Background: an optimization exercise with open tools, aiming at small area and a short achievable clock period. Do not read the settings as production practice.
No functional check of the RTL was part of any run shown here.
Power is estimated from default activity; no workload was simulated.

$ cat design/flow/run.sh
#!/bin/bash
# synth_recipe.tcl (not shown) runs the flow's synth.tcl, then flattens the netlist and writes it again
# the make line also repeats each setting of config.mk as NAME=value (left out here)
make -C /OpenROAD-flow-scripts/flow DESIGN_CONFIG=/design/flow/config.mk WORK_HOME=/design/flow/orfs CLKGATE_MAP_FILE= SYNTH_SCRIPT=/design/flow/synth_recipe.tcl finish
$ cat design/flow/config.mk
export PLATFORM = sky130hd
export DESIGN_NAME = fp_adder_16_bit
export DESIGN_NICKNAME = fp_adder_16_bit
export VERILOG_FILES = /design/flow/design.v
export SDC_FILE = /design/flow/constraint.sdc
export NUM_CORES = 4
export LEC_CHECK = 0
export CAP_MARGIN = 20
export CORE_MARGIN = 2
export CORE_UTILIZATION = 40
export CTS_BUF_LIST = sky130_fd_sc_hd__clkbuf_8
export CTS_CLUSTER_SIZE = 40
export SETUP_SLACK_MARGIN = 1.3
export SLEW_MARGIN = 20
$ cat design/flow/constraint.sdc
create_clock -name core_clock -period 3.5 [get_ports {clock}]
set_input_delay 0.7000 -clock core_clock [delete_from_list [all_inputs] [get_ports {clock}]]
set_output_delay 0.7000 -clock core_clock [all_outputs]
set_load 0.01 [all_outputs]
$ cat design/flow/design.v
module pipe_stage #(parameter W = 1, parameter EN = 1) (
    input clock,
    input [W-1:0] d,
    output [W-1:0] q
);
    generate if (EN) begin : g_reg
        reg [W-1:0] r;
        always @(posedge clock) r <= d;
        assign q = r;
    end else begin : g_wire
        assign q = d;
    end endgenerate
endmodule
module valid_stage #(parameter EN = 1) (
    input clock,
    input reset,
    input d,
    output q
);
    generate if (EN) begin : g_reg
        reg r;
        always @(posedge clock or posedge reset)
            if (reset) r <= 1'b0;
            else       r <= d;
        assign q = r;
    end else begin : g_wire
        assign q = d;
    end endgenerate
endmodule
module fp_adder_16_bit (
    input clock,
    input reset,
    input in_valid,
    input [15:0] operand_a,
    input [15:0] operand_b,
    input final_operation,
    output reg out_valid,
    output reg [15:0] result,
    output reg overflow_flag,
    output reg underflow_flag,
    output reg zero_flag,
    output reg infinity_flag,
    output reg NaN_flag
);
    localparam S1 = 1;    
    localparam S2 = 1;    
    localparam S3 = 1;    
    localparam S4 = 1;    
    localparam S5 = 1;    
    wire        sa = operand_a[15], sb = operand_b[15];
    wire [4:0]  ea = operand_a[14:10], eb = operand_b[14:10];
    wire [9:0]  fa = operand_a[9:0],  fb = operand_b[9:0];
    wire        ha = |fa, hb = |fb;
    wire ea_max = &ea, eb_max = &eb;
    wire inf_c  = (ea_max & ~ha) | (eb_max & ~hb);
    wire nan_c  = (ea_max & ha) | (eb_max & hb);
    wire [5:0]  ediff = {1'b0, ea} - {1'b0, eb};      
    wire        e_lt  = ediff[5];
    wire        e_eq  = (ea == eb);
    wire        f_lt  = (fa < fb);
    wire [4:0]  bexp  = e_lt ? eb : ea;
    wire        flush = e_lt | (ediff[4:0] > 5'd11);
    wire [3:0]  sh    = ediff[3:0];
    wire [9:0]  fa_1, fb_1;
    wire        ha_1, hb_1, sa_1, sb_1, e_lt_1, e_eq_1, f_lt_1;
    wire [4:0]  bexp_1;
    wire [3:0]  sh_1;
    wire        flush_1, fop_1, inf_1, nan_1, v_1;
    pipe_stage #(.W(40), .EN(S1)) r1 (clock,
        {fa, fb, ha, hb, sa, sb, e_lt, e_eq, f_lt, bexp, sh, flush, final_operation, inf_c, nan_c},
        {fa_1, fb_1, ha_1, hb_1, sa_1, sb_1, e_lt_1, e_eq_1, f_lt_1, bexp_1, sh_1, flush_1, fop_1, inf_1, nan_1});
    valid_stage #(.EN(S1)) rv1 (clock, reset, in_valid, v_1);
    wire [10:0] ma_1  = {ha_1, fa_1}, mb_1 = {hb_1, fb_1};
    wire        op_1   = fop_1 ^ sa_1 ^ sb_1;
    wire        zero_1 = ~ha_1 & ~hb_1;
    wire        bsel  = e_eq_1 ? f_lt_1 : e_lt_1;
    wire        sign_1 = bsel ? sb_1 : sa_1;
    wire [10:0] big_1 = bsel ? mb_1 : ma_1;
    wire [13:0] lx    = {mb_1, 3'b000};
    wire [13:0] shx   = lx >> sh_1;
    wire [13:0] smask = ~(14'h3fff << (sh_1 + 4'd2));    
    wire        stk   = |(lx & smask);
    wire        fstk  = e_lt_1 ? ha_1 : hb_1;
    wire [13:0] al    = flush_1 ? {13'd0, fstk} :
                        (e_eq_1 & f_lt_1) ? {ma_1, 3'b000} : {shx[13:1], stk};
    wire [10:0] big_2;
    wire [13:0] al_2;
    wire [4:0]  bexp_2;
    wire        sign_2, op_2, fop_2, zero_2, inf_2, nan_2, v_2;
    pipe_stage #(.W(36), .EN(S2)) r2 (clock,
        {big_1, al, bexp_1, sign_1, op_1, fop_1, zero_1, inf_1, nan_1},
        {big_2, al_2, bexp_2, sign_2, op_2, fop_2, zero_2, inf_2, nan_2});
    valid_stage #(.EN(S2)) rv2 (clock, reset, v_1, v_2);
    wire [14:0] s3  = {1'b0, big_2, 3'b000} + {1'b0, al_2 ^ {14{op_2}}} + {14'd0, op_2};
    wire        as_ = s3[14] & ~op_2 & ~fop_2;    
    wire [13:0] R   = s3[13:0];
    wire [13:0] R_3;
    wire [4:0]  bexp_3;
    wire        as_3, sign_3, zero_3, inf_3, nan_3, v_3;
    pipe_stage #(.W(24), .EN(S3)) r3 (clock,
        {R, as_, bexp_2, sign_2, zero_2, inf_2, nan_2},
        {R_3, as_3, bexp_3, sign_3, zero_3, inf_3, nan_3});
    valid_stage #(.EN(S3)) rv3 (clock, reset, v_2, v_3);
    wire [14:0] T = {as_3, R_3};
    reg  [3:0]  s;
    integer i;
    always @(*) begin
        s = 4'd1;
        for (i = 0; i < 14; i = i + 1)
            if (R_3[i]) s = 4'd14 - i;
        if (as_3) s = 4'd0;
    end
    wire [14:0] tsh = T << s;
    wire [12:0] nm  = tsh[13:1];
    wire [12:0] nm_4;
    wire [3:0]  s_4;
    wire [4:0]  bexp_4;
    wire        sign_4, zero_4, inf_4, nan_4, v_4;
    pipe_stage #(.W(26), .EN(S4)) r4 (clock,
        {nm, s, bexp_3, sign_3, zero_3, inf_3, nan_3},
        {nm_4, s_4, bexp_4, sign_4, zero_4, inf_4, nan_4});
    valid_stage #(.EN(S4)) rv4 (clock, reset, v_3, v_4);
    wire [4:0]  ne  = bexp_4 + 5'd1 - {1'b0, s_4};
    wire [9:0]  M   = nm_4[12:3];
    wire        inc = nm_4[2] & (nm_4[1] | nm_4[0] | nm_4[3]);
    wire [9:0]  pre;
    genvar k;
    generate for (k = 0; k < 10; k = k + 1) begin : g_pre
        if (k == 0) begin : g0
            assign pre[k] = 1'b1;
        end else begin : gk
            assign pre[k] = &M[k-1:0];
        end
    end endgenerate
    wire [9:0]  mr  = M ^ (pre & {10{inc}});
    wire        m_all1 = &M;
    wire        m_zero = ~|M;
    wire        m_1ff  = (M == 10'h1ff);
    wire        m_200  = (M == 10'h200);
    wire        wr  = inc ? m_1ff : m_200;           
    wire        mrz = inc ? m_all1 : m_zero;         
    wire [9:0]  mr_5;
    wire [4:0]  ne0;
    wire        wr_5, mrz_5, sign_5, zero_5, inf_5, nan_5, v_5;
    pipe_stage #(.W(21), .EN(S5)) r5 (clock,
        {mr, wr, mrz, ne, sign_4, zero_4, inf_4, nan_4},
        {mr_5, wr_5, mrz_5, ne0, sign_5, zero_5, inf_5, nan_5});
    valid_stage #(.EN(S5)) rv5 (clock, reset, v_4, v_5);
    wire [4:0]  ne1 = ne0 + 5'd1;
    wire        ovf = wr_5 ? (ne0 == 5'd30) : (ne0 == 5'd31);
    wire        unf = (ne0 == 5'd0) & mrz_5;
    wire [4:0]  ex  = wr_5 ? ne1 : ne0;
    wire [9:0]  mo  = ovf ? 10'd0 : wr_5 ? 10'd1 : mr_5;
    wire [4:0]  xo  = (inf_5 | nan_5) ? 5'h1f : ex;
    wire [9:0]  fo  = inf_5 ? 10'd0 : nan_5 ? 10'h3ff : mo;
    always @(posedge clock) begin
        result         <= {sign_5, xo, fo};
        overflow_flag  <= ovf;
        underflow_flag <= unf;
        zero_flag      <= zero_5;
        infinity_flag  <= inf_5;
        NaN_flag       <= nan_5;
    end
    always @(posedge clock or posedge reset)
        if (reset) out_valid <= 1'b0;
        else       out_valid <= v_5;
endmodule
==> reports/qor.yml, run 1 <==
status: "finished clean"
r2r.worst_path.cells: 8
area_growth_pct: 20.8
rsz0062_at_grt: "true"
clkSinkCount: 174
grt_pass1_wl_mm: 24.4
syn_avg_cell_area_um2: 10.0
antenna_found_initial: 0
die_h_um: 138
timing.final.crit_period_ns: 2.29
critPathLaunchType: "flip-flop"
routedWlPerCell_um: 14.7
rows: 49
grt_max_degree: 20
hpwl_mm: 11.2
antenna_cells: 0
fin_setup_tns_ns: 0
final_cell_area_um2: 8680
path_class: "flip-flop to flip-flop"
worst_slew_pin_slew_ns: 0.676
syn_nets: 796
finalHoldViolations: 0
synth_flop_cell: "dfxtp_1"
drc_errors: 0
drv_slew: 0
hold_start: "r3.g_reg.r[8]$_DFF_P_"
pin_count: 58
synthTopCellsByArea: "dfxtp_1, ha_1, mux2_2"
nets: 866
crit_arrival_ns: 2.68
synthCells: 719
whs_ns: 0.331
cts-root-buf: "clkbuf_8"
r2r_start: "r2.g_reg.r[4]$_DFF_P_"
start_util_pct: 40.4
r2r_slack_ns: 1.21
synth_edf_count: 0
holdPathEnd: "r4.g_reg.r[8]$_DFF_P_"
clockBufferDepth: 2
hold_class: "flip-flop to flip-flop"
synthDistinctLibCells: 70
routed_wl_mm: 15.2
p_per_area_nw_per_um2: 793
ant_nets: 0
layout-drive-gt1-share_pct: 15.6
endpoint_kind: "flip-flop"
path_clk_slew_ns: 0.08
irDropWorstVdd_mv: 0.339
fin_worst_skew_ns: 0.0148
synth_area_leader_cell: "dfxtp_1"
ys_seq_area_share_pct: 48.9
grt_overflow_total: 0
viasPerCell: 5.16
tritoncts: "built"
cts_made_buffers: 17
gp_congestion: 0.930
worstPathMaxFanout: 5
async_reset_ff_share_pct: 3.45
ys_seq_elements: 174
placed_area_um2: 7980
cap_viol_max_count: 0
p_total_w: 0.00689
coreArea_um2: 17800
synth_warnings: 7
fmax_mhz: 436
syn_area_um2: 7190
setup_viol: 0
die-width_um: 138
die_area_um2: 19100
maxSlewHeadroom_pct: 54.5
nFillCells: 1631
htreeDepth: 4
synth_top_area_share_pct: 46.8
num_vias: 5321
layout_common_cells: "dfxtp_1, clkdlybuf4s50_1, nor2_1, inv_1, nand2_1"
worstSkewPairLatency_ns: 0.46
final_common_cell: "dfxtp_1"
first_pass_iters: 4
total_leakage_power_nw: 3.61
fin_cells: 1031
grt_pass1_vias: 5221
critPathRequiredTime_ns: 3.89
finalCritPeriodShare_pct: 65.5
drt_iter0_markers: 280
hold_depth: 0
grt_usage_pct: 15.6
placedCellCount: 985
r2r-end: "r3.g_reg.r[23]$_DFF_P_"
io_buffers: 57
cell type report:
class	instances	area, µm²	area share [%]
multi-input combinational	467	3550	40.9
tap	229	287	3.30
clock inverter	14	126	1.46
sequential	174	3530	40.7
clock buffer	18	248	2.85
inverter	54	203	2.34
timing repair buffer	75	734	8.46
synth_stat cells, types with 11 or more instances:
| master | instances |
|---|---|
| nor4_1 | 11 |
| mux2_2 | 23 |
| dfxtp_1 | 168 |
| xnor2_1 | 24 |
| xor2_1 | 21 |
| ha_1 | 39 |
| inv_1 | 53 |
| nand3_1 | 17 |
| nor2_1 | 55 |
| a21oi_1 | 33 |
| clkbuf_1 | 20 |
| nand2_1 | 41 |
| mux2i_1 | 18 |
| a21o_1 | 11 |
| o21ai_0 | 31 |
| nor3_1 | 14 |
per-layer routing:
layer	wire, µm	track usage [%]	vias to the layer above
met2	7660	27.6	113
li1	-	-	2683
met4	558	8.27	0
met5	0	0	-
met1	6420	17.5	2485
met3	543	3.57	40
power breakdown:
| group | switching, W | internal (W) |
|---|---|---|
| clock network | 0.000748 | 0.000531 |
| logic | 0.00135 | 0.00133 |
| registers | 0.000451 | 0.00248 |
what timing repair did:
| action | in CTS | in global routing |
|---|---|---|
| buffers inserted | 2 | 12 |
| pin swaps | 0 | 9 |
| endpoints found under the setup margin | 17 | 20 |
| hold buffers | 0 | 0 |
| resized for setup | 11 | 42 |
flip-flops by register name, indices dropped and copies added, names as in the netlist, 16 cells and up:
signal	flops
r1.g_reg.r	40
r3.g_reg.r	24
r4.g_reg.r	26
r5.g_reg.r	21
r2.g_reg.r	36
result	16
cell families (layout without fill, tap and decap cells):
| logic type | count (synthesis) | count (layout) | synth area share [%] |
|---|---|---|---|
| simple gates | 186 | 186 | 12.6 |
| flops | 174 | 174 | 48.9 |
| compound gates | 151 | 151 | 14.6 |
| buf+inv | 78 | 161 | 4.20 |
| xor+xnor | 45 | 45 | 5.48 |
| mux | 44 | 44 | 6.95 |
| fa+ha+maj | 41 | 41 | 7.35 |
worst max path at each step:
stage / from / end / slack (ns) / depth (start not counted)
6_report: r2.g_reg.r[4]$_DFF_P_ / r3.g_reg.r[23]$_DFF_P_ / 1.21 / 8
5_1_grt: r2.g_reg.r[4]$_DFF_P_ / r3.g_reg.r[23]$_DFF_P_ / 1.14 / 9
4_1_cts: r2.g_reg.r[4]$_DFF_P_ / r3.g_reg.r[23]$_DFF_P_ / 1.23 / 8
3_5_place_dp: operand_b[12] / r1.g_reg.r[12]$_DFF_P_ / 0.65 / 8
3_3_place_gp: operand_b[11] / r1.g_reg.r[11]$_DFF_P_ / 0.70 / 8
2_1_floorplan: r2.g_reg.r[4]$_DFF_P_ / r3.g_reg.r[23]$_DFF_P_ / 1.25 / 9
worst max-delay path, cell delays in order, from the launching register on:
cell and delay (ns):
dfxtp_4 0.36, buf_4 0.16, xor2_1 0.16, ha_2 0.18, or3_4 0.41, a211oi_4 0.30
o31ai_4 0.12, or4_1 0.43, nand3_1 0.10
stage by stage:
| step | worst slack, ns | utilization [%] |
|---|---|---|
| 4_1_cts | 1.23 | 47.3 |
| 2_1_floorplan | 1.25 | - |
| 6_report | 1.21 | 48.8 |
| 3_5_place_dp | 0.647 | 44.9 |
| 3_3_place_gp | 0.697 | 44.9 |
| 5_1_grt | 1.14 | 48.8 |
==> inputs of run 2 (changes only) <==
--- a/design/flow/config.mk
+++ b/design/flow/config.mk
@@ -10,5 +10,5 @@
 export CORE_UTILIZATION = 40
 export CTS_BUF_LIST = sky130_fd_sc_hd__clkbuf_8
 export CTS_CLUSTER_SIZE = 40
-export SETUP_SLACK_MARGIN = 1.3
+export SETUP_SLACK_MARGIN = 1.5
 export SLEW_MARGIN = 20
==> reports/qor.yml, run 2 <==
layout-drive-gt1-share_pct: 17.0  # was 15.6%
reg_top3: "r1.g_reg.r x40, r2.g_reg.r x36, r4.g_reg.r x26"  # unchanged
hold_start: "r3.g_reg.r[7]$_DFF_P_"  # was r3.g_reg.r[8]$_DFF_P_
pin_count: 58  # unchanged
cts-root-buf: "clkbuf_8"  # unchanged
grt_max_degree: 20  # unchanged
synthCells: 719  # unchanged
r2r_slack_ns: 1.36  # was 1.21 ns
clkSinkCount: 174  # unchanged
rsz0062_at_grt: "true"  # unchanged
io_buffers: 57  # unchanged
holdPathEnd: "r4.g_reg.r[7]$_DFF_P_"  # was r4.g_reg.r[8]$_DFF_P_
irDropWorstVdd_mv: 0.352  # was 0.339 mV
crit_arrival_ns: 2.51  # was 2.68 ns
setup_viol: 0  # unchanged
cap_viol_max_count: 0  # unchanged
critPathLaunchType: "flip-flop"  # unchanged
total_leakage_power_nw: 3.71  # was 3.61 nW
antenna_cells: 0  # unchanged
area_growth_pct: 21.5  # was 20.8%
drt_iter0_markers: 334  # was 280
cts_hold_buf: 0  # unchanged
synth_area_leader_cell: "dfxtp_1"  # unchanged
path_cells: "xor2_1 > ha_1 > nand3_1 > nand2_1 > a211oi_2 > o31ai_2 > or4_1 > nand3_1"  # was buf_4 > xor2_1 > ha_2 > or3_4 > a211oi_4 > o31ai_4 > or4_1 > nand3_1
fin_worst_skew_ns: 0.0141  # was 0.0148 ns
cpPeakStageDelay_ns: 0.41  # was 0.43 ns
ys_seq_elements: 174  # unchanged
die-width_um: 138  # unchanged
status: "finished clean"  # unchanged
hold_class: "flip-flop to flip-flop"  # unchanged
worstPathMaxFanout: 9  # was 5
synthTopCellsByArea: "dfxtp_1, ha_1, mux2_2"  # unchanged
antenna_found_initial: 0  # unchanged
largest_reg_flops: 40  # unchanged
synth_flop_cell: "dfxtp_1"  # unchanged
synth_warnings: 7  # unchanged
layout_common_cells: "dfxtp_1, nor2_1, inv_1, nand2_1, ha_1"  # was dfxtp_1, clkdlybuf4s50_1, nor2_1, inv_1, nand2_1
grt_pass1_wl_mm: 24.8  # was 24.4 mm
worst_slew_pin_slew_ns: 0.554  # was 0.676 ns
ys_seq_area_share_pct: 48.9  # unchanged
routedWlPerCell_um: 14.8  # was 14.7 µm
path_clk_slew_ns: 0.09  # was 0.08 ns
final_common_cell: "dfxtp_1"  # unchanged
top_register: "r1.g_reg.r"  # unchanged
first_pass_iters: 5  # was 4
finalCritPeriodShare_pct: 61.1  # was 65.5%
placed_area_um2: 8010  # was 7980 µm²
gp_congestion: 0.886  # was 0.930
synth_top_area_share_pct: 46.8  # unchanged
setup_ws_ns: 1.36  # was 1.21 ns
syn_avg_cell_area_um2: 10.0  # unchanged
drv_slew: 0  # unchanged
rows: 49  # unchanged
routed_wl_mm: 15.3  # was 15.2 mm
viasPerCell: 5.16  # about the same
critPathRequiredTime_ns: 3.87  # was 3.89 ns
whs_ns: 0.323  # was 0.331 ns
htreeDepth: 4  # unchanged
hpwl_mm: 11.2  # about the same
syn_nets: 796  # unchanged
path_class: "flip-flop to flip-flop"  # unchanged
cts_made_buffers: 17  # unchanged
synth.most_common_cell: "dfxtp_1"  # unchanged
synthDistinctLibCells: 70  # unchanged
fmax_mhz: 468  # was 436 MHz
grt_pass1_vias: 5285  # was 5,221
clockBufferDepth: 2  # unchanged
r2r.worst_path.cells: 8  # unchanged
cpMaxStageDelayCell: "or4_1"  # unchanged
syn_area_um2: 7190  # unchanged
start_util_pct: 40.4  # unchanged
tritoncts: "built"  # unchanged
drc_errors: 0  # unchanged
coreArea_um2: 17800  # unchanged
final_util_pct: 49.1  # was 48.8%
finalHoldViolations: 0  # unchanged
endpoint_kind: "flip-flop"  # unchanged
hold_depth: 0  # unchanged
r2r-end: "r3.g_reg.r[23]$_DFF_P_"  # unchanged
yosys-top-cells-count: "dfxtp_1, nor2_1, inv_1"  # unchanged
fin_setup_tns_ns: 0  # unchanged
r2r_start: "r2.g_reg.r[4]$_DFF_P_"  # unchanged
maxSlewHeadroom_pct: 62.7  # was 54.5%
grt_usage_pct: 16.0  # was 15.6%
num_vias: 5315  # was 5,321
synth_edf_count: 0  # unchanged
async_reset_ff_share_pct: 3.45  # unchanged
die_area_um2: 19100  # unchanged
p_per_area_nw_per_um2: 803  # was 793 nW/µm²
nets: 866  # unchanged
grt_overflow_total: 0  # unchanged
final_cell_area_um2: 8730  # was 8680 µm²
nFillCells: 1687  # was 1,631
ant_nets: 0  # unchanged
dpl_worst_slack_ns: 0.717  # was 0.647 ns
cp_top_family: "simple AND/OR/NAND/NOR gates"  # unchanged
crit_buf_inv: 0  # was 1
timing.final.crit_period_ns: 2.14  # was 2.29 ns
die_h_um: 138  # unchanged
worstSkewPairLatency_ns: 0.45  # was 0.46 ns
cp_common_cell: "nand3_1"
[run 2: cell counts after synthesis]
No cell type changed its count.
[run 2: cell families after synthesis]
| family | after synthesis | share of synthesized area [%] |
|---|---|---|
| and+or+nand+nor | 186 | 12.6 |
| DFF | 174 | 48.9 |
| AOI/OAI and AO/OA | 151 | 14.6 |
| buffers and inverters | 78 | 4.20 |
| xor gates and xnor gates | 45 | 5.48 |
| muxes | 44 | 6.95 |
| adders and majority gates | 41 | 7.35 |
[run 2: how the worst max path moves through the flow]
stage,slack (ns),from,to,depth (start not counted)
2_1_floorplan,1.32,r2.g_reg.r[4]$_DFF_P_,r3.g_reg.r[23]$_DFF_P_,9
3_3_place_gp,0.75,operand_b[11],r1.g_reg.r[9]$_DFF_P_,8
3_5_place_dp,0.72,operand_b[11],r1.g_reg.r[11]$_DFF_P_,8
4_1_cts,1.37,r2.g_reg.r[4]$_DFF_P_,r3.g_reg.r[23]$_DFF_P_,7
5_1_grt,1.24,r2.g_reg.r[4]$_DFF_P_,r3.g_reg.r[23]$_DFF_P_,8
6_report,1.36,r2.g_reg.r[4]$_DFF_P_,r3.g_reg.r[23]$_DFF_P_,8
[run 2: stage by stage]
stage,cells,power [W]
after CTS,1028,0.00694
after global placement,985,0.00524
after global routing,1030,0.00744
after floorplan,719,0.00457
final,1030,0.00701
after detailed placement,985,0.00527
[run 2: worst register-to-register path, delay by kind of cell (launching register included)]
kind                       cells  cell delay, ns
adders and majority gates      1            0.36
xor gates and xnor gates       1            0.17
AOI/OAI and AO/OA              2            0.42
and+or+nand+nor                4            0.74
DFF                            1            0.39
[run 2: final cells by class]
| cell class | instances | area (µm²) | area share [%] |
|---|---|---|---|
| inverter | 54 | 206 | 2.36 |
| clock buffer | 18 | 248 | 2.84 |
| timing repair buffer | 74 | 694 | 7.95 |
| sequential | 174 | 3550 | 40.7 |
| multi-input combinational | 468 | 3580 | 41.0 |
| clock inverter | 13 | 164 | 1.88 |
| tap | 229 | 287 | 3.28 |
[run 2: where the power goes]
group,switching (W),leakage [nW],internal (W)
clock,0.000693,0.216,0.000727
combinational,0.00139,2.02,0.00127
sequential,0.000440,1.48,0.00249
[run 2: layer usage]
layer,vias to the layer above,GRT usage [%],part of all wire [%]
met4,0,8.59,3.2
met2,120,28.8,52
met1,2488,17.4,42
met5,-,0,0
met3,32,3.91,3.1
li1,2675,-,-
[run 2: repair_timing]
action                     4_1_cts  5_1_grt
gates resized for setup         71       23
setup endpoints to repair       51       24
pin swaps                        9        6
gates cloned                     1        0
setup buffers                   11        2
==> inputs of run 3 (changes only) <==
--- a/design/flow/design.v
+++ b/design/flow/design.v
@@ -83,17 +83,21 @@
     wire        fstk  = e_lt_1 ? ha_1 : hb_1;
     wire [13:0] al    = flush_1 ? {13'd0, fstk} :
                         (e_eq_1 & f_lt_1) ? {ma_1, 3'b000} : {shx[13:1], stk};
-    wire [10:0] big_2;
-    wire [13:0] al_2;
+    wire [13:0] ax    = al ^ {14{op_1}};
+    wire [2:0]  r_lo  = op_1 ? (3'd0 - al[2:0]) : al[2:0];
+    wire        c3    = op_1 & ~|al[2:0];
+    wire        keep  = ~op_1 & ~fop_1;              
+    wire [10:0] big_2, axh_2;
+    wire [2:0]  r_lo_2;
     wire [4:0]  bexp_2;
-    wire        sign_2, op_2, fop_2, zero_2, inf_2, nan_2, v_2;
+    wire        c3_2, keep_2, sign_2, zero_2, inf_2, nan_2, v_2;
     pipe_stage #(.W(36), .EN(S2)) r2 (clock,
-        {big_1, al, bexp_1, sign_1, op_1, fop_1, zero_1, inf_1, nan_1},
-        {big_2, al_2, bexp_2, sign_2, op_2, fop_2, zero_2, inf_2, nan_2});
+        {big_1, ax[13:3], r_lo, c3, keep, bexp_1, sign_1, zero_1, inf_1, nan_1},
+        {big_2, axh_2, r_lo_2, c3_2, keep_2, bexp_2, sign_2, zero_2, inf_2, nan_2});
     valid_stage #(.EN(S2)) rv2 (clock, reset, v_1, v_2);
-    wire [14:0] s3  = {1'b0, big_2, 3'b000} + {1'b0, al_2 ^ {14{op_2}}} + {14'd0, op_2};
-    wire        as_ = s3[14] & ~op_2 & ~fop_2;    
-    wire [13:0] R   = s3[13:0];
+    wire [11:0] hi  = {1'b0, big_2} + {1'b0, axh_2} + {11'd0, c3_2};
+    wire        as_ = hi[11] & keep_2;
+    wire [13:0] R   = {hi[10:0], r_lo_2};
     wire [13:0] R_3;
     wire [4:0]  bexp_3;
     wire        as_3, sign_3, zero_3, inf_3, nan_3, v_3;
@@ -110,16 +114,17 @@
             if (R_3[i]) s = 4'd14 - i;
         if (as_3) s = 4'd0;
     end
-    wire [14:0] tsh = T << s;
-    wire [12:0] nm  = tsh[13:1];
-    wire [12:0] nm_4;
+    wire [14:0] tsh = T << {s[3:2], 2'b00};          
+    wire [13:0] tsh_4;
     wire [3:0]  s_4;
     wire [4:0]  bexp_4;
     wire        sign_4, zero_4, inf_4, nan_4, v_4;
-    pipe_stage #(.W(26), .EN(S4)) r4 (clock,
-        {nm, s, bexp_3, sign_3, zero_3, inf_3, nan_3},
-        {nm_4, s_4, bexp_4, sign_4, zero_4, inf_4, nan_4});
+    pipe_stage #(.W(27), .EN(S4)) r4 (clock,
+        {tsh[13:0], s, bexp_3, sign_3, zero_3, inf_3, nan_3},
+        {tsh_4, s_4, bexp_4, sign_4, zero_4, inf_4, nan_4});
     valid_stage #(.EN(S4)) rv4 (clock, reset, v_3, v_4);
+    wire [13:0] fsh = tsh_4 << s_4[1:0];
+    wire [12:0] nm_4 = fsh[13:1];
     wire [4:0]  ne  = bexp_4 + 5'd1 - {1'b0, s_4};
     wire [9:0]  M   = nm_4[12:3];
     wire        inc = nm_4[2] & (nm_4[1] | nm_4[0] | nm_4[3]);
--- a/design/flow/config.mk
+++ b/design/flow/config.mk
@@ -10,5 +10,5 @@
 export CORE_UTILIZATION = 40
 export CTS_BUF_LIST = sky130_fd_sc_hd__clkbuf_8
 export CTS_CLUSTER_SIZE = 40
-export SETUP_SLACK_MARGIN = 1.5
+export SETUP_SLACK_MARGIN = 1.3
 export SLEW_MARGIN = 20
==> reports/qor.yml, run 3 <==
r2r.worst_path.cells: 8  # unchanged
yosys-top-cells-count: "dfxtp_1, inv_1, nor2_1"  # was dfxtp_1, nor2_1, inv_1
rsz0062_at_grt: "true"  # unchanged
synth_area_leader_cell: "dfxtp_1"  # unchanged
cts_made_buffers: 17  # unchanged
htreeDepth: 4  # unchanged
syn_avg_cell_area_um2: 10.5  # was 10.0 µm²
area_growth_pct: 20.7  # was 21.5%
path_depth: 8  # unchanged
grt_max_degree: 21  # was 20
coreArea_um2: 17100  # was 17,800 µm²
start_util_pct: 40.6  # was 40.4%
num_vias: 4801  # was 5,315
critPathLaunchType: "flip-flop"  # unchanged
fmax_mhz: 451  # was 468 MHz
top_register: "r1.g_reg.r"  # unchanged
holdPathEnd: "r2.g_reg.r[6]$_DFF_P_"  # was r4.g_reg.r[7]$_DFF_P_
p_per_area_nw_per_um2: 771  # was 803 nW/µm²
first_pass_iters: 4  # was 5
hpwl_mm: 10.4  # was 11.2 mm
timing.final.crit_period_ns: 2.22  # was 2.14 ns
path_cells: "mux4_2 > mux2i_2 > nand2_1 > nand3b_1 > ha_2 > ha_1 > nand2_2 > o21ai_2"  # was xor2_1 > ha_1 > nand3_1 > nand2_1 > a211oi_2 > o31ai_2 > or4_1 > nand3_1
drc_errors: 0  # unchanged
fin_setup_tns_ns: 0  # unchanged
power.share.clock_pct: 22.1  # was 20.3%
fin_worst_skew_ns: 0.0135  # was 0.0141 ns
io_buffers: 57  # unchanged
path_class: "flip-flop to flip-flop"  # unchanged
synth_warnings: 7  # unchanged
antenna_cells: 0  # unchanged
tritoncts: "built"  # unchanged
rows: 48  # was 49
ys_seq_area_share_pct: 50.9  # was 48.9%
r2r-end: "r2.g_reg.r[13]$_DFF_P_"  # was r3.g_reg.r[23]$_DFF_P_
synth_edf_count: 0  # unchanged
grt_pass1_wl_mm: 23.0  # was 24.8 mm
endpoint_kind: "flip-flop"  # unchanged
cts-root-buf: "clkbuf_8"  # unchanged
layout-drive-gt1-share_pct: 15.1  # was 17.0%
worst_slew_pin_slew_ns: 1.15  # was 0.554 ns
pin_count: 58  # unchanged
placedCellCount: 930  # was 985
antenna_found_initial: 0  # unchanged
clkSinkCount: 175  # was 174
grt_usage_pct: 15.8  # was 16.0%
status: "finished clean"  # unchanged
async_reset_ff_share_pct: 3.43  # was 3.45%
routed_wl_mm: 13.7  # was 15.3 mm
final_common_cell: "dfxtp_1"  # unchanged
ant_nets: 0  # unchanged
synth.most_common_cell: "dfxtp_1"  # unchanged
total_leakage_power_nw: 3.48  # was 3.71 nW
synthTopCellsByArea: "dfxtp_1, ha_1, xnor2_1"  # was dfxtp_1, ha_1, mux2_2
synthDistinctLibCells: 65  # was 70
die-width_um: 136  # was 138 µm
worstPathMaxFanout: 13  # was 9
crit_arrival_ns: 2.51  # about the same
p_sw_w: 0.00216  # was 0.00252 W
hold_depth: 0  # unchanged
crit_buf_inv: 0  # unchanged
cpPeakStageDelay_ns: 0.56  # was 0.41 ns
layout_common_cells: "dfxtp_1, clkdlybuf4s50_1, inv_1, nor2_1, nand2_1"  # was dfxtp_1, nor2_1, inv_1, nand2_1, ha_1
drv_slew: 0  # unchanged
drt_iter0_markers: 112  # was 334
r2r_start: "r1.g_reg.r[4]$_DFF_P_"  # was r2.g_reg.r[4]$_DFF_P_
worstSkewPairLatency_ns: 0.44  # was 0.45 ns
combPwrFrac_pct: 33.0  # was 37.9%
viasPerCell: 4.95  # was 5.16
synthCells: 661  # was 719
cap_viol_max_count: 0  # unchanged
routedWlPerCell_um: 14.1  # was 14.8 µm
path_clk_slew_ns: 0.10  # was 0.09 ns
synth_flop_cell: "dfxtp_1"  # unchanged
cp_top_family: "multiplexers"  # was simple AND/OR/NAND/NOR gates
die_h_um: 136  # was 138 µm
swShare_pct: 33.5  # was 36.0%
ys_seq_elements: 175  # was 174
syn_area_um2: 6940  # was 7190 µm²
r2r_slack_ns: 1.28  # was 1.36 ns
grt_overflow_total: 0  # unchanged
irDropWorstVdd_mv: 0.329  # was 0.352 mV
hold_start: "r1.g_reg.r[10]$_DFF_P_"  # was r3.g_reg.r[7]$_DFF_P_
syn_nets: 740  # was 796
gp_congestion: 0.950  # was 0.886
hold_class: "flip-flop to flip-flop"  # unchanged
finalCritPeriodShare_pct: 63.4  # was 61.1%
intPower_w: 0.00429  # was 0.00449 W
fin_cells: 969  # was 1,030
largest_reg_flops: 40  # unchanged
reg_top3: "r1.g_reg.r x40, r2.g_reg.r x36, r4.g_reg.r x27"  # was r1.g_reg.r x40, r2.g_reg.r x36, r4.g_reg.r x26
nets: 811  # was 866
setup_viol: 0  # unchanged
grt_pass1_vias: 4992  # was 5,285
die_area_um2: 18400  # was 19,100 µm²
cpMaxStageDelayCell: "mux4_2"  # was or4_1
nFillCells: 1546  # was 1,687
synth_top_area_share_pct: 48.7  # was 46.8%
critPathRequiredTime_ns: 3.79  # was 3.87 ns
maxSlewHeadroom_pct: 23.1  # was 62.7%
finalHoldViolations: 0  # unchanged
clockBufferDepth: 2  # unchanged
pwr-share-seq_pct: 44.8  # was 41.8%
## run 3: through the flow
step	instance area, µm²	worst slack, ns	util, %	hold WS, ns	total power (W)
final	8380	1.28	48.9	0.325	0.00646
after global placement	7720	0.719	45.1	0.311	0.00491
after detailed placement	7720	0.543	45.1	0.312	0.00497
after global routing	8380	1.14	48.9	0.332	0.00691
after CTS	8260	1.22	48.3	0.329	0.00646
after floorplan	6940	1.33	-	0.310	0.00436
## run 3: worst max-delay path by stage
stage	from	end	slack, ns
detailed placement	operand_b[11]	r1.g_reg.r[11]$_DFF_P_	0.54
global placement	operand_b[11]	r1.g_reg.r[11]$_DFF_P_	0.72
floorplan	r2.g_reg.r[25]$_DFF_P_	r3.g_reg.r[23]$_DFF_P_	1.33
global route	r1.g_reg.r[4]$_DFF_P_	r2.g_reg.r[13]$_DFF_P_	1.14
finish	r1.g_reg.r[4]$_DFF_P_	r2.g_reg.r[13]$_DFF_P_	1.28
CTS	r1.g_reg.r[5]$_DFF_P_	r2.g_reg.r[13]$_DFF_P_	1.22
## run 3: kinds of logic (layout without fill, tap and decap cells)
logic type / after synthesis / count (layout) / synth area share (%)
DFF: 175 / 175 / 50.9
and+or+nand+nor: 151 / 151 / 10.7
AOI/OAI and AO/OA: 122 / 122 / 11.2
buffers and inverters: 75 / 158 / 4.58
muxes: 56 / 56 / 9.53
adders and majority gates: 43 / 43 / 8.18
xor gates and xnor gates: 39 / 39 / 4.92
## run 3: layer usage
layer | up-vias | global-route usage (%) | wire [µm]
met3 | 20 | 3.78 | 413
met4 | 0 | 7.75 | 298
met2 | 95 | 27.8 | 6990
met5 | - | 0 | 0
met1 | 2260 | 17.9 | 5980
li1 | 2426 | - | -
## run 3: layout make-up
type	count	area, µm²	share of cell area, %
flip-flops and latches	175	3550	42.4
multi-input cells	411	3250	38.7
repair buffers	68	662	7.90
well taps	225	282	3.36
clock buffers	17	234	2.79
inverters	59	224	2.67
clock inverters	14	181	2.17
## run 3: power groups by stage
stage	clock network, W	registers (W)	logic [W]
after floorplan	0	0.00282	0.00155
after global placement	0	0.00292	0.00199
after detailed placement	0	0.00294	0.00202
after CTS	0.00148	0.00290	0.00209
after global routing	0.00157	0.00296	0.00239
final	0.00143	0.00290	0.00213
## run 3: what timing repair did
item                                    CTS  global route
resized for setup                        27            30
gates cloned                              0             0
endpoints found under the setup margin   17            20
buffers inserted                          6             2
pin swaps                                 6            16
hold buffers                              0             0
==> inputs of run 4 (changes only) <==
--- a/design/flow/config.mk
+++ b/design/flow/config.mk
@@ -10,5 +10,5 @@
 export CORE_UTILIZATION = 40
 export CTS_BUF_LIST = sky130_fd_sc_hd__clkbuf_8
 export CTS_CLUSTER_SIZE = 40
-export SETUP_SLACK_MARGIN = 1.3
+export SETUP_SLACK_MARGIN = 1.5
 export SLEW_MARGIN = 20
==> reports/qor.yml, run 4 <==
status: "finished clean"  # unchanged
syn_nets: 740  # unchanged
rsz0062_at_grt: "true"  # unchanged
grt_overflow_total: 0  # unchanged
start_util_pct: 40.6  # unchanged
synth_flop_cell: "dfxtp_1"  # unchanged
hold_depth: 0  # unchanged
cpPeakStageDelay_ns: 0.43  # was 0.56 ns
hold_class: "flip-flop to flip-flop"  # unchanged
fmax_mhz: 463  # was 451 MHz
placed_area_um2: 7780  # was 7720 µm²
grt_max_degree: 21  # unchanged
synth_mux_area_share_pct: 9.53  # unchanged
cpMaxStageDelayCell: "a2111oi_4"  # was mux4_2
yosys-top-cells-count: "dfxtp_1, inv_1, nor2_1"  # unchanged
layout-drive-gt1-share_pct: 18.4  # was 15.1%
timing.final.crit_period_ns: 2.16  # was 2.22 ns
synth_top_family_by_area: "compound AO/OA/AOI/OAI gates"  # unchanged
cts_hold_buf: 0  # unchanged
clkSinkCount: 175  # unchanged
cts-root-buf: "clkbuf_8"  # unchanged
syn_avg_cell_area_um2: 10.5  # unchanged
syn_area_um2: 6940  # unchanged
p_sw_w: 0.00224  # was 0.00216 W
p_per_area_nw_per_um2: 771  # about the same
final_util_pct: 50.2  # was 48.9%
swShare_pct: 33.8  # was 33.5%
power.share.clock_pct: 23.3  # was 22.1%
tritoncts: "built"  # unchanged
final_common_cell: "dfxtp_1"  # unchanged
cap_viol_max_count: 0  # unchanged
top_register: "r1.g_reg.r"  # unchanged
synthTopCellsByArea: "dfxtp_1, ha_1, xnor2_1"  # unchanged
gp_congestion: 0.984  # was 0.950
synthXorXnorAreaFrac_pct: 4.92  # unchanged
crit_arrival_ns: 2.54  # was 2.51 ns
worst_slew_pin_slew_ns: 0.769  # was 1.15 ns
critPathLaunchType: "flip-flop"  # unchanged
synth_warnings: 7  # unchanged
ant_nets: 0  # unchanged
reg_top3: "r1.g_reg.r x40, r2.g_reg.r x36, r4.g_reg.r x27"  # unchanged
finalCritPeriodShare_pct: 61.7  # was 63.4%
drt_iter0_markers: 177  # was 112
antenna_found_initial: 0  # unchanged
grt_pass1_wl_mm: 22.5  # was 23.0 mm
synth_area_leader_cell: "dfxtp_1"  # unchanged
finalHoldViolations: 0  # unchanged
r2r_start: "r2.g_reg.r[25]$_DFF_P_"  # was r1.g_reg.r[4]$_DFF_P_
path_clk_slew_ns: 0.09  # was 0.10 ns
path_cells: "inv_2 > fa_2 > inv_2 > fa_2 > a21oi_4 > o21ai_4 > a2111oi_4 > o31ai_2 > a21oi_1 > xnor2_1"  # was mux4_2 > mux2i_2 > nand2_1 > nand3b_1 > ha_2 > ha_1 > nand2_2 > o21ai_2
hpwl_mm: 10.3  # was 10.4 mm
total_leakage_power_nw: 3.64  # was 3.48 nW
combPwrFrac_pct: 33.0  # about the same
synth.most_common_cell: "dfxtp_1"  # unchanged
fin_setup_tns_ns: 0  # unchanged
synth_top_area_share_pct: 48.7  # unchanged
nFillCells: 1543  # was 1,546
die_h_um: 136  # unchanged
drc_errors: 0  # unchanged
irDropWorstVdd_mv: 0.306  # was 0.329 mV
routedWlPerCell_um: 14.4  # was 14.1 µm
antenna_cells: 0  # unchanged
nets: 820  # was 811
num_vias: 4835  # was 4,801
critPathRequiredTime_ns: 3.88  # was 3.79 ns
io_buffers: 57  # unchanged
setup_viol: 0  # unchanged
layout_common_cells: "dfxtp_1, inv_1, nor2_1, nand2_1, a21oi_1"  # was dfxtp_1, clkdlybuf4s50_1, inv_1, nor2_1, nand2_1
maxSlewHeadroom_pct: 48.6  # was 23.1%
worstPathMaxFanout: 2  # was 13
path_class: "flip-flop to flip-flop"  # unchanged
grt_pass1_vias: 4816  # was 4,992
cts_made_buffers: 17  # unchanged
r2r.worst_path.cells: 10  # was 8
synthCells: 661  # unchanged
worstSkewPairLatency_ns: 0.46  # was 0.44 ns
grt_usage_pct: 15.8  # about the same
intPower_w: 0.00438  # was 0.00429 W
largest_reg_flops: 40  # unchanged
fin_worst_skew_ns: 0.0170  # was 0.0135 ns
async_reset_ff_share_pct: 3.43  # unchanged
drv_slew: 0  # unchanged
whs_ns: 0.326  # was 0.325 ns
endpoint_kind: "flip-flop"  # unchanged
coreArea_um2: 17100  # unchanged
first_pass_iters: 4  # unchanged
pin_count: 58  # unchanged
crit_start: "r2.g_reg.r[25]$_DFF_P_"  # was r1.g_reg.r[4]$_DFF_P_
viasPerCell: 4.94  # was 4.95
clockBufferDepth: 2  # unchanged
die_area_um2: 18400  # unchanged
rows: 48  # unchanged
ys_seq_elements: 175  # unchanged
area_growth_pct: 23.8  # was 20.7%
routed_wl_mm: 14.1  # was 13.7 mm
yosys.area_share.simple_pct: 10.7  # unchanged
hold_start: "r2.g_reg.r[12]$_DFF_P_"  # was r1.g_reg.r[10]$_DFF_P_
final_cell_area_um2: 8600  # was 8380 µm²
synthAdderAreaFrac_pct: 8.18  # unchanged
htreeDepth: 4  # unchanged
pwr-share-seq_pct: 43.7  # was 44.8%
die-width_um: 136  # unchanged
ys_seq_area_share_pct: 50.9  # unchanged
synthDistinctLibCells: 65  # unchanged
synth_edf_count: 0  # unchanged
synth_compound_area_share_pct: 11.2  # unchanged
==> run 4: cell counts after synthesis <==
No cell type changed its count.
==> run 4: area by class of cell <==
class                      instances  area, µm²  area share [%]
clock inverter                    15        218            2.53
clock buffer                      17        234            2.72
sequential                       175       3560            41.4
multi-input combinational        411       3370            39.2
timing repair buffer              77        698            8.12
tap                              225        282            3.27
inverter                          59        241            2.81
==> run 4: kinds of logic (layout without fill, tap and decap cells) <==
family / count (synthesis) / count (layout)
AO/OA/AOI/OAI: 122 / 122
XOR/XNOR: 39 / 39
adder cells (fa/ha/maj): 43 / 43
buffers and inverters: 75 / 168
flip-flops: 175 / 175
multiplexers: 56 / 56
AND/OR/NAND/NOR: 151 / 151
==> run 4: power groups by stage <==
stage               sequential [W]  combinational, W  clock (W)
finish                     0.00289           0.00219    0.00154
global placement           0.00294           0.00200          0
global route               0.00295           0.00242    0.00169
CTS                        0.00290           0.00209    0.00159
floorplan                  0.00282           0.00158          0
detailed placement         0.00295           0.00204          0
==> run 4: per-stage QoR <==
| stage | power [W] | setup WS, ns | instances |
|---|---|---|---|
| floorplan | 0.00440 | 1.48 | 661 |
| global placement | 0.00494 | 0.645 | 929 |
| detailed placement | 0.00499 | 0.588 | 929 |
| CTS | 0.00658 | 1.33 | 976 |
| global route | 0.00706 | 1.19 | 979 |
| finish | 0.00663 | 1.34 | 979 |
==> run 4: final timing paths <==
| check | to | slack [ns] |
|---|---|---|
| setup / recovery | r3.g_reg.r[23]$_DFF_P_ | 1.34 |
| max in group asynchronous | rv1.g_reg.r$_DFF_PP0_ | 2.87 |
| hold reg to reg | r3.g_reg.r[11]$_DFF_P_ | 0.33 |
| hold / removal | r3.g_reg.r[11]$_DFF_P_ | 0.33 |
| min in group asynchronous | rv3.g_reg.r$_DFF_PP0_ | 0.45 |
| setup reg to reg | r3.g_reg.r[23]$_DFF_P_ | 1.34 |
==> run 4: worst max-delay path: cells and delay by family (launching register included) <==
| family | cells | cell delay (ns) |
|---|---|---|
| AOI/OAI and AO/OA | 5 | 1.00 |
| adders and majority gates | 2 | 0.55 |
| xor gates and xnor gates | 1 | 0.13 |
| buffers and inverters | 2 | 0.10 |
| DFF | 1 | 0.33 |
==> run 4: per-layer routing <==
layer	part of all wire (%)	global-route usage [%]	wire [µm]	vias to the layer above
li1	-	-	-	2444
met1	44	18.2	6160	2256
met2	50	26.8	7040	105
met3	3.2	3.97	454	30
met4	3.0	8.68	417	0
met5	0	0	0	-
==> run 4: what timing repair did <==
item,4_1_cts,5_1_grt
gates resized for setup,66,31
buffers inserted,15,3
endpoints found under the setup margin,54,24
pin swaps,17,20
endpoints found under the hold margin,0,0
gates cloned,0,0
==> inputs of run 5 (changes only) <==
--- a/design/flow/config.mk
+++ b/design/flow/config.mk
@@ -10,5 +10,5 @@
 export CORE_UTILIZATION = 40
 export CTS_BUF_LIST = sky130_fd_sc_hd__clkbuf_8
 export CTS_CLUSTER_SIZE = 40
-export SETUP_SLACK_MARGIN = 1.5
+export SETUP_SLACK_MARGIN = 1.7
 export SLEW_MARGIN = 20
==> reports/qor.yml, run 5 <==
critPathLaunchType: "flip-flop"  # unchanged
grt_pass1_vias: 4904  # was 4,816
routed_wl_mm: 14.3  # was 14.1 mm
yosys.area_share.simple_pct: 10.7  # unchanged
dpl_worst_slack_ns: 0.584  # was 0.588 ns
synth_area_leader_cell: "dfxtp_1"  # unchanged
fin_worst_skew_ns: 0.0156  # was 0.0170 ns
area_growth_pct: 27.2  # was 23.8%
drt_iter0_markers: 135  # was 177
rsz0062_at_grt: "true"  # unchanged
grt_max_degree: 20  # was 21
die_h_um: 136  # unchanged
layout-drive-gt1-share_pct: 24.2  # was 18.4%
rows: 48  # unchanged
syn_area_um2: 6940  # unchanged
path_class: "flip-flop to flip-flop"  # unchanged
irDropWorstVdd_mv: 0.326  # was 0.306 mV
r2r_slack_ns: 1.34  # about the same
hold_depth: 0  # unchanged
cts-root-buf: "clkbuf_8"  # unchanged
endpoint_kind: "flip-flop"  # unchanged
p_per_area_nw_per_um2: 767  # was 771 nW/µm²
synth_compound_area_share_pct: 11.2  # unchanged
antenna_found_initial: 0  # unchanged
largest_reg_flops: 40  # unchanged
r2r_start: "r2.g_reg.r[25]$_DFF_P_"  # unchanged
placed_area_um2: 7870  # was 7780 µm²
async_reset_ff_share_pct: 3.43  # unchanged
fin_setup_tns_ns: 0  # unchanged
clkSinkCount: 175  # unchanged
viasPerCell: 4.93  # was 4.94
syn_nets: 740  # unchanged
holdPathEnd: "r3.g_reg.r[6]$_DFF_P_"  # was r3.g_reg.r[11]$_DFF_P_
final_common_cell: "dfxtp_1"  # unchanged
total_leakage_power_nw: 3.67  # was 3.64 nW
top_register: "r1.g_reg.r"  # unchanged
cts_made_buffers: 17  # unchanged
setup_viol: 0  # unchanged
synthCells: 661  # unchanged
synth_flop_cell: "dfxtp_1"  # unchanged
p_total_w: 0.00677  # was 0.00663 W
crit_arrival_ns: 2.49  # was 2.54 ns
maxSlewHeadroom_pct: 63.2  # was 48.6%
finalCritPeriodShare_pct: 61.6  # was 61.7%
hpwl_mm: 10.4  # was 10.3 mm
synth_mux_area_share_pct: 9.53  # unchanged
hold_class: "flip-flop to flip-flop"  # unchanged
fmax_mhz: 464  # was 463 MHz
yosys-top-cells-count: "dfxtp_1, inv_1, nor2_1"  # unchanged
nets: 831  # was 820
start_util_pct: 40.6  # unchanged
synth.most_common_cell: "dfxtp_1"  # unchanged
io_buffers: 57  # unchanged
drc_errors: 0  # unchanged
clockBufferDepth: 2  # unchanged
grt_pass1_wl_mm: 23.3  # was 22.5 mm
grt_usage_pct: 16.1  # was 15.8%
die_area_um2: 18400  # unchanged
status: "finished clean"  # unchanged
ant_nets: 0  # unchanged
num_vias: 4879  # was 4,835
critPathRequiredTime_ns: 3.83  # was 3.88 ns
layout_common_cells: "dfxtp_1, inv_1, nor2_1, nand2_1, a21oi_1"  # unchanged
synthAdderAreaFrac_pct: 8.18  # unchanged
worstSkewPairLatency_ns: 0.45  # was 0.46 ns
synth_top_area_share_pct: 48.7  # unchanged
r2r-end: "r3.g_reg.r[23]$_DFF_P_"  # unchanged
worstPathMaxFanout: 2  # unchanged
ys_seq_elements: 175  # unchanged
setup_ws_ns: 1.34  # about the same
path_clk_slew_ns: 0.10  # was 0.09 ns
r2r.worst_path.cells: 10  # unchanged
tritoncts: "built"  # unchanged
cts_hold_buf: 0  # unchanged
timing.final.crit_period_ns: 2.16  # about the same
ys_seq_area_share_pct: 50.9  # unchanged
final_cell_area_um2: 8830  # was 8600 µm²
synthDistinctLibCells: 65  # unchanged
grt_overflow_total: 0  # unchanged
syn_avg_cell_area_um2: 10.5  # unchanged
gp_congestion: 0.949  # was 0.984
worst_slew_pin_slew_ns: 0.549  # was 0.769 ns
cap_viol_max_count: 0  # unchanged
synthXorXnorAreaFrac_pct: 4.92  # unchanged
finalHoldViolations: 0  # unchanged
synth_edf_count: 0  # unchanged
first_pass_iters: 6  # was 4
synthTopCellsByArea: "dfxtp_1, ha_1, xnor2_1"  # unchanged
reg_top3: "r1.g_reg.r x40, r2.g_reg.r x36, r4.g_reg.r x27"  # unchanged
antenna_cells: 0  # unchanged
synth_warnings: 7  # unchanged
hold_start: "r2.g_reg.r[6]$_DFF_P_"  # was r2.g_reg.r[12]$_DFF_P_
drv_slew: 0  # unchanged
routedWlPerCell_um: 14.5  # was 14.4 µm
die-width_um: 136  # unchanged
pin_count: 58  # unchanged
coreArea_um2: 17100  # unchanged
htreeDepth: 4  # unchanged
synth_top_family_by_area: "compound AO/OA/AOI/OAI gates"  # unchanged
[run 5: cell types whose count changed in the layout (fill, tap and decap cells not counted), moves of 5 or more]
cell and change:
clkbuf_2 +8, inv_1 -5, dlygate4sd2_1 -14, buf_4 +8, mux2i_1 -6, clkdlybuf4s15_1 +14, clkdlybuf4s50_1 -8
[run 5: worst max-delay path by stage]
stage	to	start
after floorplan	r1.g_reg.r[10]$_DFF_P_	operand_b[11]
after global placement	r1.g_reg.r[8]$_DFF_P_	operand_b[11]
after detailed placement	r1.g_reg.r[10]$_DFF_P_	operand_b[11]
after CTS	r2.g_reg.r[13]$_DFF_P_	r1.g_reg.r[5]$_DFF_P_
after global routing	r3.g_reg.r[23]$_DFF_P_	r2.g_reg.r[25]$_DFF_P_
final	r3.g_reg.r[23]$_DFF_P_	r2.g_reg.r[25]$_DFF_P_
[run 5: critical path: stages, from the launching register on]
cell       delay, ns
dfxtp_1         0.33
inv_2           0.04
fa_2            0.37
inv_2           0.07
fa_2            0.24
a21oi_4         0.07
o21ai_2         0.22
a2111oi_4       0.11
o31ai_1         0.32
a21oi_1         0.13
xnor2_1         0.15
[run 5: area by class of cell]
| cell class | count | area [µm²] |
|---|---|---|
| Multi-Input combinational cell | 411 | 3530 |
| Fill cell | 1526 | 8290 |
| Sequential cell | 175 | 3550 |
| Clock buffer | 17 | 234 |
| Clock inverter | 15 | 194 |
| Tap cell | 225 | 282 |
| Timing Repair Buffer | 88 | 777 |
| Inverter | 59 | 259 |
[run 5: logic make-up (layout without fill, tap and decap cells)]
group                      count (synthesis)  in the layout
DFF                                      175            175
muxes                                     56             56
AOI/OAI and AO/OA                        122            122
adders and majority gates                 43             43
xor gates and xnor gates                  39             39
buffers and inverters                     75            179
and+or+nand+nor                          151            151
[run 5: stage by stage]
step	hold slack [ns]	cells	util, %
final	0.327	990	51.6
after global routing	0.339	990	51.6
after CTS	0.329	974	49.7
after detailed placement	0.312	929	46.0
after global placement	0.310	929	46.0
after floorplan	0.310	661	-
[run 5: power by group]
group	switching, W	leakage [nW]	internal [W]	total, W
Sequential	0.000411	1.49	0.00251	0.00292
Combinational	0.00120	1.97	0.00124	0.00244
Clock	0.000802	0.211	0.000615	0.00142
[run 5: layer usage]
| layer | up-vias | global-route usage [%] | share of wire (%) |
|---|---|---|---|
| li1 | 2475 | - | - |
| met1 | 2275 | 18.5 | 43 |
| met2 | 104 | 28.8 | 52 |
| met3 | 25 | 4.04 | 3.2 |
| met4 | 0 | 6.19 | 2.1 |
| met5 | - | 0 | 0 |
[run 5: what timing repair did]
| action | in CTS | in global routing |
|---|---|---|
| endpoints found under the setup margin | 65 | 55 |
| resized for setup | 81 | 79 |
| pin swaps | 19 | 26 |
| setup buffers | 13 | 16 |
==> inputs of run 6 (changes only) <==
--- a/design/flow/design.v
+++ b/design/flow/design.v
@@ -144,29 +144,31 @@
     wire        m_200  = (M == 10'h200);
     wire        wr  = inc ? m_1ff : m_200;           
     wire        mrz = inc ? m_all1 : m_zero;         
+    wire [4:0]  ne1 = bexp_4 + 5'd2 - {1'b0, s_4};
+    wire        ovf = wr ? (ne == 5'd30) : (ne == 5'd31);
+    wire        unf = (ne == 5'd0) & mrz;
+    wire [4:0]  ex  = wr ? ne1 : ne;
+    wire        special = inf_4 | nan_4;
+    wire        f_ones  = nan_4 & ~inf_4;               
+    wire        sel_mr  = ~special & ~ovf & ~wr;        
+    wire        f_one   = ~special & ~ovf & wr;         
     wire [9:0]  mr_5;
-    wire [4:0]  ne0;
-    wire        wr_5, mrz_5, sign_5, zero_5, inf_5, nan_5, v_5;
-    pipe_stage #(.W(21), .EN(S5)) r5 (clock,
-        {mr, wr, mrz, ne, sign_4, zero_4, inf_4, nan_4},
-        {mr_5, wr_5, mrz_5, ne0, sign_5, zero_5, inf_5, nan_5});
+    wire [4:0]  ex_5;
+    wire        special_5, f_ones_5, sel_mr_5, f_one_5;
+    wire        ovf_5, unf_5, sign_5, zero_5, inf_5, nan_5, v_5;
+    pipe_stage #(.W(25), .EN(S5)) r5 (clock,
+        {mr, ex, special, f_ones, sel_mr, f_one, ovf, unf, sign_4, zero_4, inf_4, nan_4},
+        {mr_5, ex_5, special_5, f_ones_5, sel_mr_5, f_one_5, ovf_5, unf_5, sign_5, zero_5, inf_5, nan_5});
     valid_stage #(.EN(S5)) rv5 (clock, reset, v_4, v_5);
-    wire [4:0]  ne1 = ne0 + 5'd1;
-    wire        ovf = wr_5 ? (ne0 == 5'd30) : (ne0 == 5'd31);
-    wire        unf = (ne0 == 5'd0) & mrz_5;
-    wire [4:0]  ex  = wr_5 ? ne1 : ne0;
-    wire [9:0]  mo  = ovf ? 10'd0 : wr_5 ? 10'd1 : mr_5;
-    wire [4:0]  xo  = (inf_5 | nan_5) ? 5'h1f : ex;
-    wire [9:0]  fo  = inf_5 ? 10'd0 : nan_5 ? 10'h3ff : mo;
-    always @(posedge clock) begin
-        result         <= {sign_5, xo, fo};
-        overflow_flag  <= ovf;
-        underflow_flag <= unf;
-        zero_flag      <= zero_5;
-        infinity_flag  <= inf_5;
-        NaN_flag       <= nan_5;
+    wire [9:0]  fo = {10{f_ones_5}} | ({10{sel_mr_5}} & mr_5) | {9'd0, f_one_5};
+    wire [4:0]  xo = ex_5 | {5{special_5}};
+    always @(*) begin
+        result         = {sign_5, xo, fo};
+        overflow_flag  = ovf_5;
+        underflow_flag = unf_5;
+        zero_flag      = zero_5;
+        infinity_flag  = inf_5;
+        NaN_flag       = nan_5;
+        out_valid      = v_5;
     end
-    always @(posedge clock or posedge reset)
-        if (reset) out_valid <= 1'b0;
-        else       out_valid <= v_5;
 endmodule
--- a/design/flow/config.mk
+++ b/design/flow/config.mk
@@ -10,5 +10,5 @@
 export CORE_UTILIZATION = 40
 export CTS_BUF_LIST = sky130_fd_sc_hd__clkbuf_8
 export CTS_CLUSTER_SIZE = 40
-export SETUP_SLACK_MARGIN = 1.7
+export SETUP_SLACK_MARGIN = 1.3
 export SLEW_MARGIN = 20
==> reports/qor.yml, run 6 <==
cpMaxStageDelayCell: "or4_4"  # was fa_2
routedWlPerCell_um: 14.3  # was 14.5 µm
placed_area_um2: 7360  # was 7870 µm²
die_area_um2: 17300  # was 18,400 µm²
synthCells: 631  # was 661
status: "finished clean"  # unchanged
p_per_area_nw_per_um2: 796  # was 767 nW/µm²
p_total_w: 0.00655  # was 0.00677 W
pin_count: 58  # unchanged
start_util_pct: 41.0  # was 40.6%
layout-drive-gt1-share_pct: 20.8  # was 24.2%
syn_avg_cell_area_um2: 10.3  # was 10.5 µm²
combPwrFrac_pct: 40.5  # was 36.0%
synth_area_leader_cell: "dfxtp_1"  # unchanged
cap_viol_max_count: 0  # unchanged
p_sw_w: 0.00220  # was 0.00241 W
largest_reg_flops: 40  # unchanged
intPower_w: 0.00435  # was 0.00436 W
die-width_um: 132  # was 136 µm
crit_buf_inv: 0  # was 2
antenna_cells: 0  # unchanged
path_depth: 7  # was 10
cts_made_buffers: 17  # unchanged
worstPathMaxFanout: 6  # was 2
reg_top3: "r1.g_reg.r x40, r2.g_reg.r x36, r4.g_reg.r x27"  # unchanged
die_h_um: 132  # was 136 µm
clkSinkCount: 157  # was 175
cp_top_family: "simple AND/OR/NAND/NOR gates"  # was compound AO/OA/AOI/OAI gates
r2r_slack_ns: 0.92  # was 1.34 ns
pwr-share-seq_pct: 38.4  # was 43.1%
finalCritPeriodShare_pct: 73.7  # was 61.6%
crit_arrival_ns: 2.91  # was 2.49 ns
critPathLaunchType: "flip-flop"  # unchanged
ys_seq_area_share_pct: 48.6  # was 50.9%
synth.most_common_cell: "dfxtp_1"  # unchanged
syn_nets: 711  # was 740
nets: 804  # was 831
routed_wl_mm: 13.7  # was 14.3 mm
critPathRequiredTime_ns: 3.83  # about the same
tritoncts: "built"  # unchanged
holdPathEnd: "r4.g_reg.r[7]$_DFF_P_"  # was r3.g_reg.r[6]$_DFF_P_
clockBufferDepth: 2  # unchanged
fmax_mhz: 388  # was 464 MHz
hold_start: "r3.g_reg.r[7]$_DFF_P_"  # was r2.g_reg.r[6]$_DFF_P_
ys_seq_elements: 157  # was 175
endpoint_kind: "flip-flop"  # unchanged
rows: 46  # was 48
viasPerCell: 4.91  # was 4.93
synth_warnings: 7  # unchanged
finalHoldViolations: 0  # unchanged
synth_edf_count: 0  # unchanged
final_common_cell: "dfxtp_1"  # unchanged
maxSlewHeadroom_pct: 46.2  # was 63.2%
ant_nets: 0  # unchanged
grt_overflow_total: 0  # unchanged
synth_top_area_share_pct: 46.7  # was 48.7%
total_leakage_power_nw: 3.53  # was 3.67 nW
swShare_pct: 33.6  # was 35.6%
gp_congestion: 0.907  # was 0.949
yosys-top-cells-count: "dfxtp_1, inv_1, a21oi_1, ha_1"  # was dfxtp_1, inv_1, nor2_1
rsz0062_at_grt: "true"  # unchanged
cts-root-buf: "clkbuf_8"  # unchanged
hpwl_mm: 10.1  # was 10.4 mm
first_pass_iters: 4  # was 6
grt_pass1_vias: 4769  # was 4,904
whs_ns: 0.327  # about the same
synthTopCellsByArea: "dfxtp_1, ha_1, mux2_2"  # was dfxtp_1, ha_1, xnor2_1
grt_usage_pct: 16.3  # was 16.1%
antenna_found_initial: 0  # unchanged
grt_pass1_wl_mm: 22.8  # was 23.3 mm
drt_iter0_markers: 196  # was 135
layout_common_cells: "dfxtp_1, clkdlybuf4s50_1, inv_1, a21oi_1"  # was dfxtp_1, inv_1, nor2_1, nand2_1, a21oi_1
synth_flop_cell: "dfxtp_1"  # unchanged
path_clk_slew_ns: 0.08  # was 0.10 ns
fin_setup_tns_ns: 0  # unchanged
r2r.worst_path.cells: 7  # was 10
irDropWorstVdd_mv: 0.297  # was 0.326 mV
synthDistinctLibCells: 54  # was 65
power.share.clock_pct: 21.2  # was 20.9%
path_class: "flip-flop to flip-flop"  # unchanged
io_buffers: 57  # unchanged
coreArea_um2: 15900  # was 17,100 µm²
r2r-end: "r5.g_reg.r[14]$_DFF_P_"  # was r3.g_reg.r[23]$_DFF_P_
hold_depth: 0  # unchanged
drv_slew: 0  # unchanged
hold_class: "flip-flop to flip-flop"  # unchanged
drc_errors: 0  # unchanged
timing.final.crit_period_ns: 2.58  # was 2.16 ns
worstSkewPairLatency_ns: 0.44  # was 0.45 ns
grt_max_degree: 18  # was 20
r2r_start: "r4.g_reg.r[9]$_SDFF_PP0_"  # was r2.g_reg.r[25]$_DFF_P_
syn_area_um2: 6520  # was 6940 µm²
num_vias: 4682  # was 4,879
cpPeakStageDelay_ns: 0.55  # was 0.37 ns
fin_worst_skew_ns: 0.0105  # was 0.0156 ns
async_reset_ff_share_pct: 3.18  # was 3.43%
worst_slew_pin_slew_ns: 0.805  # was 0.549 ns
htreeDepth: 4  # unchanged
final_util_pct: 51.8  # was 51.6%
area_growth_pct: 26.2  # was 27.2%
top_register: "r1.g_reg.r"  # unchanged
path_cells: "mux4_2 > or4_4 > or3_4 > o21ai_4 > a2111oi_2 > a211o_1 > xor2_1"  # was inv_2 > fa_2 > inv_2 > fa_2 > a21oi_4 > o21ai_2 > a2111oi_4 > o31ai_1 > a21oi_1 > xnor2_1
setup_viol: 0  # unchanged
final_cell_area_um2: 8230  # was 8830 µm²
==> run 6: layout make-up <==
type / count / area (µm²)
fillers: 1438 / 7660
multi-input cells: 401 / 3290
flip-flops and latches: 157 / 3190
repair buffers: 92 / 845
clock buffers: 21 / 289
well taps: 216 / 270
inverters: 55 / 206
clock inverters: 11 / 131
==> run 6: per-stage QoR <==
step,instances,setup WS (ns)
floorplan,631,0.878
global placement,891,0.614
detailed placement,891,0.553
CTS,945,0.909
global route,953,0.833
finish,953,0.920
==> run 6: what timing repair did <==
item                       in CTS  in global routing
hold buffers                    0                  0
setup endpoints to repair      33                 31
pin swaps                      24                 17
setup buffers                  22                  8
gates resized for setup        54                 24
==> run 6: worst max-delay path by stage <==
stage                              startpoint                      to  slack, ns
floorplan           r4.g_reg.r[10]$_SDFF_PP0_  r5.g_reg.r[14]$_DFF_P_       0.88
global placement     r4.g_reg.r[9]$_SDFF_PP0_  r5.g_reg.r[14]$_DFF_P_       0.61
detailed placement  r4.g_reg.r[10]$_SDFF_PP0_  r5.g_reg.r[14]$_DFF_P_       0.55
CTS                  r4.g_reg.r[9]$_SDFF_PP0_  r5.g_reg.r[14]$_DFF_P_       0.91
global route         r4.g_reg.r[9]$_SDFF_PP0_  r5.g_reg.r[14]$_DFF_P_       0.83
finish               r4.g_reg.r[9]$_SDFF_PP0_  r5.g_reg.r[14]$_DFF_P_       0.92
==> run 6: cell families after synthesis <==
logic type / count (synthesis) / synth area share, %
AND/OR/NAND/NOR: 143 / 11.0
XOR/XNOR: 39 / 5.24
multiplexers: 48 / 9.33
AO/OA/AOI/OAI: 127 / 12.5
buffers and inverters: 73 / 4.32
flip-flops: 157 / 48.6
adder cells (fa/ha/maj): 44 / 9.02
==> run 6: layer usage <==
layer  track usage (%)  part of all wire [%]
met2              29.6                    53
met4              6.16                   2.2
met1              18.1                    42
met3              4.63                   3.3
met5                 0                     0
==> run 6: power groups by stage <==
stage	logic [W]	registers (W)	clock network, W
floorplan	0.00171	0.00242	0
detailed placement	0.00220	0.00259	0
finish	0.00265	0.00251	0.00139
CTS	0.00243	0.00251	0.00143
global placement	0.00215	0.00257	0
global route	0.00292	0.00257	0.00150
==> run 6: worst reg2reg max path, cell delays in order, from the launching register on <==
cell and delay [ns]:
dfxtp_4 0.40, mux4_2 0.53, or4_4 0.55, or3_4 0.36
o21ai_4 0.18, a2111oi_2 0.06, a211o_1 0.25, xor2_1 0.15

static timing again, ports no longer ideal:
The results above use ideal ports. As a check the final layouts listed here were re-extracted and re-timed, cells and wires unchanged.
Step 1: set_driving_cell puts a clkbuf_16 on clock and a buf_2 on each other input, an assumption about the parent block.
Step 2 adds t to the input delays and takes it off the output delays; t is the mean of the earliest and latest rising clock arrival at the registers after step 1. Input paths then give back, and output paths get back, about the clock's delay inside the block.
Three values: ideal, step 1, step 2; two values: the first two.
| run | t, ns | setup slack, ns | worst register clock-pin slew, ns | worst data-port slew with drivers (ns) |
|---|---|---|---|---|
| run 1 | 0.491 | 1.207 / 1.207 / 0.848 | 0.10 / 0.10 | 0.04 |
| run 2 | 0.478 | 1.362 / 1.362 / 1.058 | 0.09 / 0.09 | 0.05 |
| run 3 | 0.478 | 1.280 / 1.280 / 0.899 | 0.10 / 0.10 | 0.03 |
| run 4 | 0.484 | 1.341 / 1.341 / 1.033 | 0.10 / 0.10 | 0.04 |
| run 5 | 0.485 | 1.345 / 1.345 / 1.226 | 0.10 / 0.10 | 0.04 |
| run 6 | 0.475 | 0.920 / 0.920 / 0.904 | 0.09 / 0.09 | 0.04 |
After both steps setup and hold are still met in every run listed. For run 3, which loses most, drivers alone change the setup slack by 0.000 ns; drivers and shift together by -0.381 ns.
